This design comes from an exercise in tuning for small area, a short achievable clock period and few clock cycles per item on the open sky130 flow, not from production work.
RTL that was checked went through simulation tests only; none was proved equivalent to the original.
No activity file was given, so power comes from the tool's default toggle rates.

==> wip/yarrow: inputs <==
## SequentialMultiplier128Bit
module SequentialMultiplier128Bit(
    input [127:0] a,
    input [127:0] b,
    input reset_n,
    input clk,
    output [255:0] p,
    output done
    );
clock: 5.5 ns
lec_check: 0
abc_area: 1
cap_margin: 20
core_margin: 2
core_utilization: 50
setup_slack_margin: 3.0
slew_margin: 20
tns_end_percent: 5
run.sh (not shown) runs the stock make flow with config.mk's settings and CLKGATE_MAP_FILE= SYNTH_SCRIPT=/design/flow/synth_recipe.tcl, a recipe that flattens the netlist after the stock synthesis.
==> wip/ember: changes against wip/yarrow <==
--- a/flow/design.v
+++ b/flow/design.v
@@ -4,26 +4,28 @@
     input [127:0] b,
     input reset_n,
     input clk,
     output [255:0] p,
     output done
     );
   reg [4:0] cnt;
   reg done_r;
+  reg shen;      
   reg [130:0] S, C;
   reg [127:0] pl;
   reg [7:0] Sp;
   reg [7:1] Cp;
-  reg n3p;
+  reg nlp;
   reg [1:0] cv;
   reg [3:0] one, two, neg;       
   reg [3:0] onen, twon, negn;    
   wire ld = ~reset_n;
-  wire fin = cnt[4];
+  wire fin = (cnt == 5'd16);
+  wire last = fin;
   wire [3:0] nneg = ~neg;
   wire [128:0] pp0;
   assign pp0[63:0] = (({64{one[0]}} & b[63:0]) | ({64{two[0]}} & {b[62:0], 1'b0})) ^ {64{neg[0]}};
   assign pp0[128:64] = ~(({65{onen[0]}} | {1'b1, ~b[127:64]}) & ({65{twon[0]}} | ~b[127:63])) ^ ~{65{negn[0]}};
   wire [128:0] pp1;
   assign pp1[63:0] = (({64{one[1]}} & b[63:0]) | ({64{two[1]}} & {b[62:0], 1'b0})) ^ {64{neg[1]}};
   assign pp1[128:64] = ~(({65{onen[1]}} | {1'b1, ~b[127:64]}) & ({65{twon[1]}} | ~b[127:63])) ^ ~{65{negn[1]}};
   wire [128:0] pp2;
@@ -799,20 +801,20 @@
   assign fc248 = (S[130] & C[130]) | (S[130] & nneg[0]) | (C[130] & nneg[0]);
   wire fs249, fc249;
   assign fs249 = pp1[127] ^ pp2[125] ^ pp3[123];
   assign fc249 = (pp1[127] & pp2[125]) | (pp1[127] & pp3[123]) | (pp2[125] & pp3[123]);
   wire fs250, fc250;
   assign fs250 = 1'b1 ^ pp1[128] ^ pp2[126];
   assign fc250 = (1'b1 & pp1[128]) | (1'b1 & pp2[126]) | (pp1[128] & pp2[126]);
   wire cx1_0, cx2_0, cx_0, cs0, cc0, co0;
-  assign cx1_0 = neg[0] ^ hc0;
-  assign cx2_0 = hs1 ^ pp0[0];
+  assign cx1_0 = neg[0] ^ hs1;
+  assign cx2_0 = hc0 ^ pp0[0];
   assign cx_0 = cx1_0 ^ cx2_0;
-  assign co0 = cx1_0 ? hs1 : neg[0];
+  assign co0 = cx1_0 ? hc0 : neg[0];
   assign cs0 = cx_0 ^ 1'b0;
   assign cc0 = cx_0 ? 1'b0 : pp0[0];
   wire cx1_1, cx2_1, cx_1, cs1, cc1, co1;
   assign cx1_1 = S[2] ^ C[2];
   assign cx2_1 = hc1 ^ pp0[1];
   assign cx_1 = cx1_1 ^ cx2_1;
   assign co1 = cx1_1 ? hc1 : S[2];
   assign cs1 = cx_1 ^ co0;
@@ -2990,65 +2992,67 @@
   assign ad_c[130] = ad_n463_g;
   assign ad_c[131] = ad_n464_g;
   assign ad_c[132] = ad_n465_g;
   assign ad_c[133] = ad_n466_g;
   assign ad_c[134] = ad_n467_g;
   assign ad_c[135] = ad_n468_g;
   assign ad_c[136] = ad_n469_g;
   wire [135:0] X = ad_p ^ ad_c[135:0];
-  wire c8 = ad_c[8];
-  wire [7:0] Lb = {X[7] ^ n3p, X[6:0]};
-  wire [1:0] cvn = {X[7] & n3p, c8};
+  wire [7:0] Lb = {X[7] ^ nlp, X[6:0]};
+  wire [1:0] cvn = {X[7] & nlp, ad_c[8]};
   wire [127:0] H = X[135:8];
-  wire [8:0] wa = ld ? {a[8:1], 1'b0} : {pl[16] & (cnt != 5'd14), pl[15:8]};
+  wire lastw = (cnt == 5'd14);
+  wire [8:0] wa = ld ? {a[8:1], 1'b0} : {(pl[16] & ~lastw), pl[15], pl[14], pl[13], pl[12], pl[11], pl[10], pl[9], pl[8]};
   wire [3:0] one_n, two_n, neg_n;
   genvar g;
   generate for (g = 0; g < 4; g = g + 1) begin : bd
     assign neg_n[g] = wa[2*g+2] & ~(wa[2*g+1] & wa[2*g]);
     assign one_n[g] = wa[2*g+1] ^ wa[2*g];
     assign two_n[g] = (wa[2*g+2] & ~wa[2*g+1] & ~wa[2*g]) | (~wa[2*g+2] & wa[2*g+1] & wa[2*g]);
   end endgenerate
   always @(posedge clk or negedge reset_n) begin
     if (!reset_n) begin
       cnt <= 5'd0;
       done_r <= 1'b0;
+      shen <= 1'b1;
     end else begin
-      if (!fin) cnt <= cnt + 5'd1;
-      if (fin) done_r <= 1'b1;
+      if (!last) cnt <= cnt + 5'd1;
+      if (last) done_r <= 1'b1;
+      if (fin) shen <= 1'b0;
     end
   end
   always @(posedge clk) begin
     one <= one_n;
     two <= two_n;
     neg <= neg_n;
     onen <= ~one_n;
     twon <= ~two_n;
     negn <= ~neg_n;
     if (ld) begin
       S <= 131'd0;
       C <= {3'b100, b & {128{a[0]}}};
       Sp <= 8'd0;
       Cp <= 7'd0;
-      n3p <= 1'b0;
+      nlp <= 1'b0;
       cv <= 2'd0;
       pl <= a;
     end else if (fin) begin
       S <= 131'd0;
       C <= {3'b0, H};
       Sp <= 8'd0;
       Cp <= 7'd0;
-      n3p <= 1'b0;
+      nlp <= 1'b0;
       cv <= 2'd0;
-      if (!done_r) pl <= {Lb, pl[127:8]};
+      if (shen) pl <= {Lb, pl[127:8]};
     end else begin
       S <= Sn[138:8];
       C <= Cn[138:8];
       Sp <= Sn[7:0];
       Cp <= Cn[7:1];
-      n3p <= neg[3];
+      nlp <= neg[3];
       cv <= cvn;
-      pl <= {Lb, pl[127:8]};
+      if (shen) pl <= {Lb, pl[127:8]};
     end
   end
   assign p = {C[127:0], pl};
   assign done = done_r;
 endmodule
==> flow/flow/run.sh (new file) <==
#!/bin/bash
# Own layout flow: the standard ORFS flow (standard.sh, unchanged synthesis) with two
# layout settings changed:
#  - the port buffers that buffer_ports inserts are sky130_fd_sc_hd__buf_2 instead of the
#    delay-type buffer it picks by default (every input and output port still gets a buffer);
#  - MATCH_CELL_FOOTPRINT=0, so the timing repair may resize a cell to one of another width.
# Each tool's full output goes to standard.log here and to ORFS's own logs under orfs/logs.
set -euo pipefail
export BUFFER_PORTS_ARGS="-buffer_cell sky130_fd_sc_hd__buf_2"
bash standard.sh MATCH_CELL_FOOTPRINT=0 "BUFFER_PORTS_ARGS=-buffer_cell sky130_fd_sc_hd__buf_2" finish > standard.log 2>&1
test -s out/final.def
==> flow/standard.sh (new file) <==
#!/bin/bash
# synth_recipe.tcl (not shown) runs the flow's synth.tcl, then flattens the netlist and writes it again
# the make line also repeats each setting of config.mk as NAME=value (left out here)
make -C /OpenROAD-flow-scripts/flow DESIGN_CONFIG=/design/flow/config.mk WORK_HOME=/design/flow/orfs CLKGATE_MAP_FILE= SYNTH_SCRIPT=/design/flow/synth_recipe.tcl "${@:-finish}"
Settings changed: ABC_AREA 1 to unset, SETUP_SLACK_MARGIN 3.0 to 3.2.
removed: flow/run.sh
==> results.txt <==
- Of wip/ember and wip/yarrow, wip/ember has the higher flip-flop and latch count (gap 1).
- Against wip/yarrow, the power of wip/ember is smaller by 11%.
- Against wip/ember, the final area of wip/yarrow is higher by about 25%.
- In wip/yarrow the clock skew is higher than in wip/ember, by 0.0079 ns.
- In wip/ember the critical path depth is higher than in wip/yarrow, by 1.
- Clock power: wip/ember is smaller than wip/yarrow (about 3%).
- Against wip/yarrow, the sequential share of layout area of wip/ember is higher by 3.8 points.
- Of wip/ember and wip/yarrow, wip/yarrow has the higher die area (gap about 7%, measured against wip/yarrow).
- In wip/yarrow the fmax is higher than in wip/ember, by about 28%.
- In wip/yarrow the routed wire length is higher than in wip/ember, by about 25%.
==> figures <==
Run status: wip/yarrow no timing/DRC/antenna violations; wip/ember no timing/DRC/antenna violations
Crit path capture: wip/yarrow C[26]; wip/ember C[120]
Maximum number of pins on one net before global-route repair: wip/yarrow 129; wip/ember 127
Async set or reset register ratio after synthesis: wip/yarrow 1.379%; wip/ember 1.606%
Number of gates on the worst path with buffers counted: wip/yarrow 15; wip/ember 16
Post-layout worst setup margin: wip/yarrow 2.582 ns; wip/ember 1.770 ns
Clock group: wip/yarrow 3.97 mW; wip/ember 3.86 mW
Std cell rows: wip/yarrow 112; wip/ember 108
Power share of the clock group: wip/yarrow 18.0%; wip/ember 19.6%
Final std cell area, no fill: wip/yarrow 63700 um2; wip/ember 50840 um2
Post-CTS setup buffer count: wip/yarrow 230; wip/ember 26
CP max-delay cell: wip/yarrow sky130_fd_sc_hd__fa_2; wip/ember sky130_fd_sc_hd__o211ai_1
Crit. Startpoint: wip/yarrow b[28]; wip/ember C[3]
Clock latency at the later pin of the worst-skew pair: wip/yarrow 0.72 ns; wip/ember 0.67 ns
Met1 layer usage reported by global route: wip/yarrow 51.28%; wip/ember 43.59%
Fraction of layout cells with a size suffix above 1: wip/yarrow 24.36%; wip/ember 20.24%
Library cells used by synthesis: wip/yarrow 57; wip/ember 84
Die boundary height: wip/yarrow 311.8 um; wip/ember 301.1 um
Share of the final layout cell area in multi-input gates: wip/yarrow 56.07%; wip/ember 61.65%
CP Class: wip/yarrow input pin to register; wip/ember register to register
Post-synthesis instance total: wip/yarrow 6712; wip/ember 4951
Category of the worst setup path launch point: wip/yarrow input pin; wip/ember register
Testbench counts of wip/yarrow, summed over its fixed seeds: cycles 6,912, items 384.
Only the layout flow was run in wip/ember; the RTL was not checked for function there.

==> v21: inputs <==
Another version of the RTL of SequentialMultiplier128Bit (not shown whole).
// SequentialMultiplier128Bit
module SequentialMultiplier128Bit(
    input [127:0] a,
    input [127:0] b,
    input reset_n,
    input clk,
    output [255:0] p,
    output done
    );
export LEC_CHECK = 0
export CAP_MARGIN = 20
export CORE_MARGIN = 2
export CORE_UTILIZATION = 40
export SLEW_MARGIN = 20
create_clock -name core_clock -period 5.5 [get_ports {clk}]
Stock flow here: none of the scripts above is used.
==> inputs of v8, as changes to v21 <==
--- a/flow/design.v
+++ b/flow/design.v
@@ -1876,18 +1876,21 @@
   assign Sn[135] = fc514;
   assign Cn[135] = hs9;
   assign Sn[136] = hc9;
   assign Cn[136] = nneg[3];
   assign Sn[137] = 1'b1;
   assign Cn[137] = 1'b0;
   assign Sn[138] = 1'b0;
   assign Cn[138] = 1'b0;
-  wire [9:0] L = {2'b00, Sp} + {2'b00, Cp, 1'b0} + {2'b00, n3p, 7'b0} + {8'b0, cv};
-  wire [127:0] H = S[127:0] + C[127:0] + {127'b0, L[8]};
+  wire [135:0] X = {S[127:0], Sp} + {C[127:0], Cp, cv[0]} + {135'b0, cv[1]};
+  wire c8 = X[8] ^ S[0] ^ C[0];
+  wire [7:0] Lb = {X[7] ^ n3p, X[6:0]};
+  wire [1:0] cvn = {X[7] & n3p, c8};
+  wire [127:0] H = X[135:8];
   wire [8:0] wa = ld ? {a[8:1], 1'b0} : {pl[16] & (cnt != 5'd14), pl[15:8]};
   wire [3:0] one_n, two_n, neg_n;
   genvar g;
   generate for (g = 0; g < 4; g = g + 1) begin : bd
     assign neg_n[g] = wa[2*g+2] & ~(wa[2*g+1] & wa[2*g]);
     assign one_n[g] = wa[2*g+1] ^ wa[2*g];
     assign two_n[g] = (wa[2*g+2] & ~wa[2*g+1] & ~wa[2*g]) | (~wa[2*g+2] & wa[2*g+1] & wa[2*g]);
   end endgenerate
@@ -1914,22 +1917,22 @@
       pl <= a;
     end else if (fin) begin
       S <= {3'b0, H};
       C <= 131'd0;
       Sp <= 8'd0;
       Cp <= 7'd0;
       n3p <= 1'b0;
       cv <= 2'd0;
-      if (!done_r) pl <= {L[7:0], pl[127:8]};
+      if (!done_r) pl <= {Lb, pl[127:8]};
     end else begin
       S <= Sn[138:8];
       C <= Cn[138:8];
       Sp <= Sn[7:0];
       Cp <= Cn[7:1];
       n3p <= neg[3];
-      cv <= L[9:8];
-      pl <= {L[7:0], pl[127:8]};
+      cv <= cvn;
+      pl <= {Lb, pl[127:8]};
     end
   end
   assign p = {S[127:0], pl};
   assign done = done_r;
 endmodule
ABC_CLOCK_PERIOD_IN_PS = 2700   (was not set)
SETUP_SLACK_MARGIN = 2.8   (was not set)
==> results.txt <==
item                                                                          v21                v8
Switching power as a share of total power                                   40.4%             40.9%
Source of the worst register-to-register timing path             Sp[1]$_SDFF_PP0_  Sp[0]$_SDFF_PP0_
Final RePlAce weighted congestion                                           0.964             0.930
Xor-xnor portion of the synthesized cell area                               12.8%             12.8%
Placed cell count                                                            5982              6007
Share of cell area taken by muxes after synthesis                           4.28%             4.05%
Worst Path Required                                                       5.96 ns           6.05 ns
Run status                                       no timing/DRC/antenna violations  no timing/DRC/antenna violations
Cell type of the slowest stage on the worst timing path                    or4b_4              fa_2
Count of instances resized after the clock tree is built                        7              1405
Die span in y                                                              337 um            338 um
Synthesized area                                                        44300 um2         44600 um2
Number of logic stages on the critical path including buffering                24                16
Testbench counts of v21, summed over its fixed seeds: cycles 6,912, items 384.
No functional check of the RTL was part of v8.

==> inputs of 04-16 <==
RTL: one of the versions met above, not the one the previous note started from.
export LEC_CHECK = 0
export CAP_MARGIN = 20
export CORE_MARGIN = 2
export CORE_UTILIZATION = 50
export SETUP_SLACK_MARGIN = 2.8
export SLEW_MARGIN = 20
create_clock -name core_clock -period 5.5 [get_ports {clk}]
==> inputs of 04-03, as changes to 04-16 <==
--- a/flow/design.v
+++ b/flow/design.v
@@ -5,24 +5,26 @@
     input reset_n,
     input clk,
     output [255:0] p,
     output done
     );
   reg [4:0] cnt;
   reg done_r;
+  reg shen;      
   reg [130:0] S, C;
   reg [127:0] pl;
   reg [7:0] Sp;
   reg [7:1] Cp;
-  reg n3p;
+  reg nlp;
   reg [1:0] cv;
   reg [3:0] one, two, neg;       
   reg [3:0] onen, twon, negn;    
   wire ld = ~reset_n;
-  wire fin = cnt[4];
+  wire fin = (cnt == 5'd16);
+  wire last = fin;
   wire [3:0] nneg = ~neg;
   wire [128:0] pp0;
   assign pp0[63:0] = (({64{one[0]}} & b[63:0]) | ({64{two[0]}} & {b[62:0], 1'b0})) ^ {64{neg[0]}};
   assign pp0[128:64] = ~(({65{onen[0]}} | {1'b1, ~b[127:64]}) & ({65{twon[0]}} | ~b[127:63])) ^ ~{65{negn[0]}};
   wire [128:0] pp1;
   assign pp1[63:0] = (({64{one[1]}} & b[63:0]) | ({64{two[1]}} & {b[62:0], 1'b0})) ^ {64{neg[1]}};
   assign pp1[128:64] = ~(({65{onen[1]}} | {1'b1, ~b[127:64]}) & ({65{twon[1]}} | ~b[127:63])) ^ ~{65{negn[1]}};
@@ -800,18 +802,18 @@
   wire fs249, fc249;
   assign fs249 = pp1[127] ^ pp2[125] ^ pp3[123];
   assign fc249 = (pp1[127] & pp2[125]) | (pp1[127] & pp3[123]) | (pp2[125] & pp3[123]);
   wire fs250, fc250;
   assign fs250 = 1'b1 ^ pp1[128] ^ pp2[126];
   assign fc250 = (1'b1 & pp1[128]) | (1'b1 & pp2[126]) | (pp1[128] & pp2[126]);
   wire cx1_0, cx2_0, cx_0, cs0, cc0, co0;
-  assign cx1_0 = neg[0] ^ hc0;
-  assign cx2_0 = hs1 ^ pp0[0];
+  assign cx1_0 = neg[0] ^ hs1;
+  assign cx2_0 = hc0 ^ pp0[0];
   assign cx_0 = cx1_0 ^ cx2_0;
-  assign co0 = cx1_0 ? hs1 : neg[0];
+  assign co0 = cx1_0 ? hc0 : neg[0];
   assign cs0 = cx_0 ^ 1'b0;
   assign cc0 = cx_0 ? 1'b0 : pp0[0];
   wire cx1_1, cx2_1, cx_1, cs1, cc1, co1;
   assign cx1_1 = S[2] ^ C[2];
   assign cx2_1 = hc1 ^ pp0[1];
   assign cx_1 = cx1_1 ^ cx2_1;
   assign co1 = cx1_1 ? hc1 : S[2];
@@ -2991,64 +2993,66 @@
   assign ad_c[131] = ad_n464_g;
   assign ad_c[132] = ad_n465_g;
   assign ad_c[133] = ad_n466_g;
   assign ad_c[134] = ad_n467_g;
   assign ad_c[135] = ad_n468_g;
   assign ad_c[136] = ad_n469_g;
   wire [135:0] X = ad_p ^ ad_c[135:0];
-  wire c8 = ad_c[8];
-  wire [7:0] Lb = {X[7] ^ n3p, X[6:0]};
-  wire [1:0] cvn = {X[7] & n3p, c8};
+  wire [7:0] Lb = {X[7] ^ nlp, X[6:0]};
+  wire [1:0] cvn = {X[7] & nlp, ad_c[8]};
   wire [127:0] H = X[135:8];
-  wire [8:0] wa = ld ? {a[8:1], 1'b0} : {pl[16] & (cnt != 5'd14), pl[15:8]};
+  wire lastw = (cnt == 5'd14);
+  wire [8:0] wa = ld ? {a[8:1], 1'b0} : {(pl[16] & ~lastw), pl[15], pl[14], pl[13], pl[12], pl[11], pl[10], pl[9], pl[8]};
   wire [3:0] one_n, two_n, neg_n;
   genvar g;
   generate for (g = 0; g < 4; g = g + 1) begin : bd
     assign neg_n[g] = wa[2*g+2] & ~(wa[2*g+1] & wa[2*g]);
     assign one_n[g] = wa[2*g+1] ^ wa[2*g];
     assign two_n[g] = (wa[2*g+2] & ~wa[2*g+1] & ~wa[2*g]) | (~wa[2*g+2] & wa[2*g+1] & wa[2*g]);
   end endgenerate
   always @(posedge clk or negedge reset_n) begin
     if (!reset_n) begin
       cnt <= 5'd0;
       done_r <= 1'b0;
+      shen <= 1'b1;
     end else begin
-      if (!fin) cnt <= cnt + 5'd1;
-      if (fin) done_r <= 1'b1;
+      if (!last) cnt <= cnt + 5'd1;
+      if (last) done_r <= 1'b1;
+      if (fin) shen <= 1'b0;
     end
   end
   always @(posedge clk) begin
     one <= one_n;
     two <= two_n;
     neg <= neg_n;
     onen <= ~one_n;
     twon <= ~two_n;
     negn <= ~neg_n;
     if (ld) begin
       S <= 131'd0;
       C <= {3'b100, b & {128{a[0]}}};
       Sp <= 8'd0;
       Cp <= 7'd0;
-      n3p <= 1'b0;
+      nlp <= 1'b0;
       cv <= 2'd0;
       pl <= a;
     end else if (fin) begin
       S <= 131'd0;
       C <= {3'b0, H};
       Sp <= 8'd0;
       Cp <= 7'd0;
-      n3p <= 1'b0;
+      nlp <= 1'b0;
       cv <= 2'd0;
-      if (!done_r) pl <= {Lb, pl[127:8]};
+      if (shen) pl <= {Lb, pl[127:8]};
     end else begin
       S <= Sn[138:8];
       C <= Cn[138:8];
       Sp <= Sn[7:0];
       Cp <= Cn[7:1];
-      n3p <= neg[3];
+      nlp <= neg[3];
       cv <= cvn;
-      pl <= {Lb, pl[127:8]};
+      if (shen) pl <= {Lb, pl[127:8]};
     end
   end
   assign p = {C[127:0], pl};
   assign done = done_r;
 endmodule
==> flow/flow/run.sh (new file) <==
#!/bin/bash
# Own layout flow: the standard ORFS flow (standard.sh, unchanged synthesis) with two
# layout settings changed:
#  - the port buffers that buffer_ports inserts are sky130_fd_sc_hd__buf_2 instead of the
#    delay-type buffer it picks by default (every input and output port still gets a buffer);
#  - MATCH_CELL_FOOTPRINT=0, so the timing repair may resize a cell to one of another width.
# Each tool's full output goes to standard.log here and to ORFS's own logs under orfs/logs.
set -euo pipefail
export BUFFER_PORTS_ARGS="-buffer_cell sky130_fd_sc_hd__buf_2"
bash standard.sh MATCH_CELL_FOOTPRINT=0 "BUFFER_PORTS_ARGS=-buffer_cell sky130_fd_sc_hd__buf_2" finish > standard.log 2>&1
test -s out/final.def
==> flow/standard.sh (new file) <==
#!/bin/bash
# synth_recipe.tcl (not shown) runs the flow's synth.tcl, then flattens the netlist and writes it again
# the make line also repeats each setting of config.mk as NAME=value (left out here)
make -C /OpenROAD-flow-scripts/flow DESIGN_CONFIG=/design/flow/config.mk WORK_HOME=/design/flow/orfs CLKGATE_MAP_FILE= SYNTH_SCRIPT=/design/flow/synth_recipe.tcl "${@:-finish}"
- ABC_AREA: default -> 1
- SETUP_SLACK_MARGIN: 2.8 -> 3.2
- TNS_END_PERCENT: default -> 5
removed: flow/run.sh
==> inputs of 09-23, as changes to 04-16 <==
- SETUP_SLACK_MARGIN: 2.8 -> 3.0
- TNS_END_PERCENT: default -> 5
==> comparison <==
Worst setup slack, highest first: 04-03, 09-23, 04-16. Synthesized area: 04-03 is higher than 09-23 (about 5.5%). Core utilization, highest first: 04-03, 04-16, 09-23. First-iteration DRC count, lowest first: 09-23, 04-16, 04-03. Of 04-16 and 09-23, 04-16 has the higher via count (gap about 5%, measured against 09-23). In 09-23 the clock power is lower than in 04-16, by about 4%. Of 09-23 and 04-16, 04-16 has the higher cell area (gap 8.1%, measured against 04-16).
Testbench counts of 04-16, summed over its fixed seeds: cycles 6,912, items 384.
Testbench counts of 09-23, summed over its fixed seeds: cycles 6,912, items 384.
No functional check of the RTL was part of 04-03.

-- afterwards: timing with drivers on the ports --
The flow's constraints put no driver on any port. The routed layouts listed below were extracted and timed again, unchanged, in two steps.
Step 1, drivers: a clkbuf_16 drives clk and a buf_2 each remaining input, both assumed.
Step 2, shift: input delay + t, output delay - t, t = (earliest + latest rising clock arrival at the registers) / 2. This alone moves slack from input paths to output paths.
Three values: no drivers, after step 1, after step 2; two values: the first two.
| run | t (ns) | slack for setup (ns) | worst slew at a driven data input, ns | cell pins on the clock port's net |
|---|---|---|---|---|
| wip/yarrow | 0.772 | 2.582 / 2.622 / 1.850 | 0.16 | 1 |
| wip/ember | 0.722 | 1.770 / 1.770 / 1.741 | 0.16 | 1 |
| v21 | 0.727 | 0.283 / 0.283 / 0.283 | 0.22 | 1 |
| v8 | 0.737 | 1.695 / 1.695 / 1.695 | 0.20 | 1 |
| 04-16 | 0.718 | 1.945 / 1.945 / 1.682 | 0.14 | 1 |
| 04-03 | 0.735 | 2.597 / 2.585 / 1.850 | 0.18 | 1 |
| 09-23 | 0.721 | 2.083 / 2.083 / 1.401 | 0.18 | 1 |
After both steps every run listed still meets setup and hold. For 04-03, which loses most, drivers alone change the setup slack by -0.012 ns; drivers and shift together by -0.747 ns.
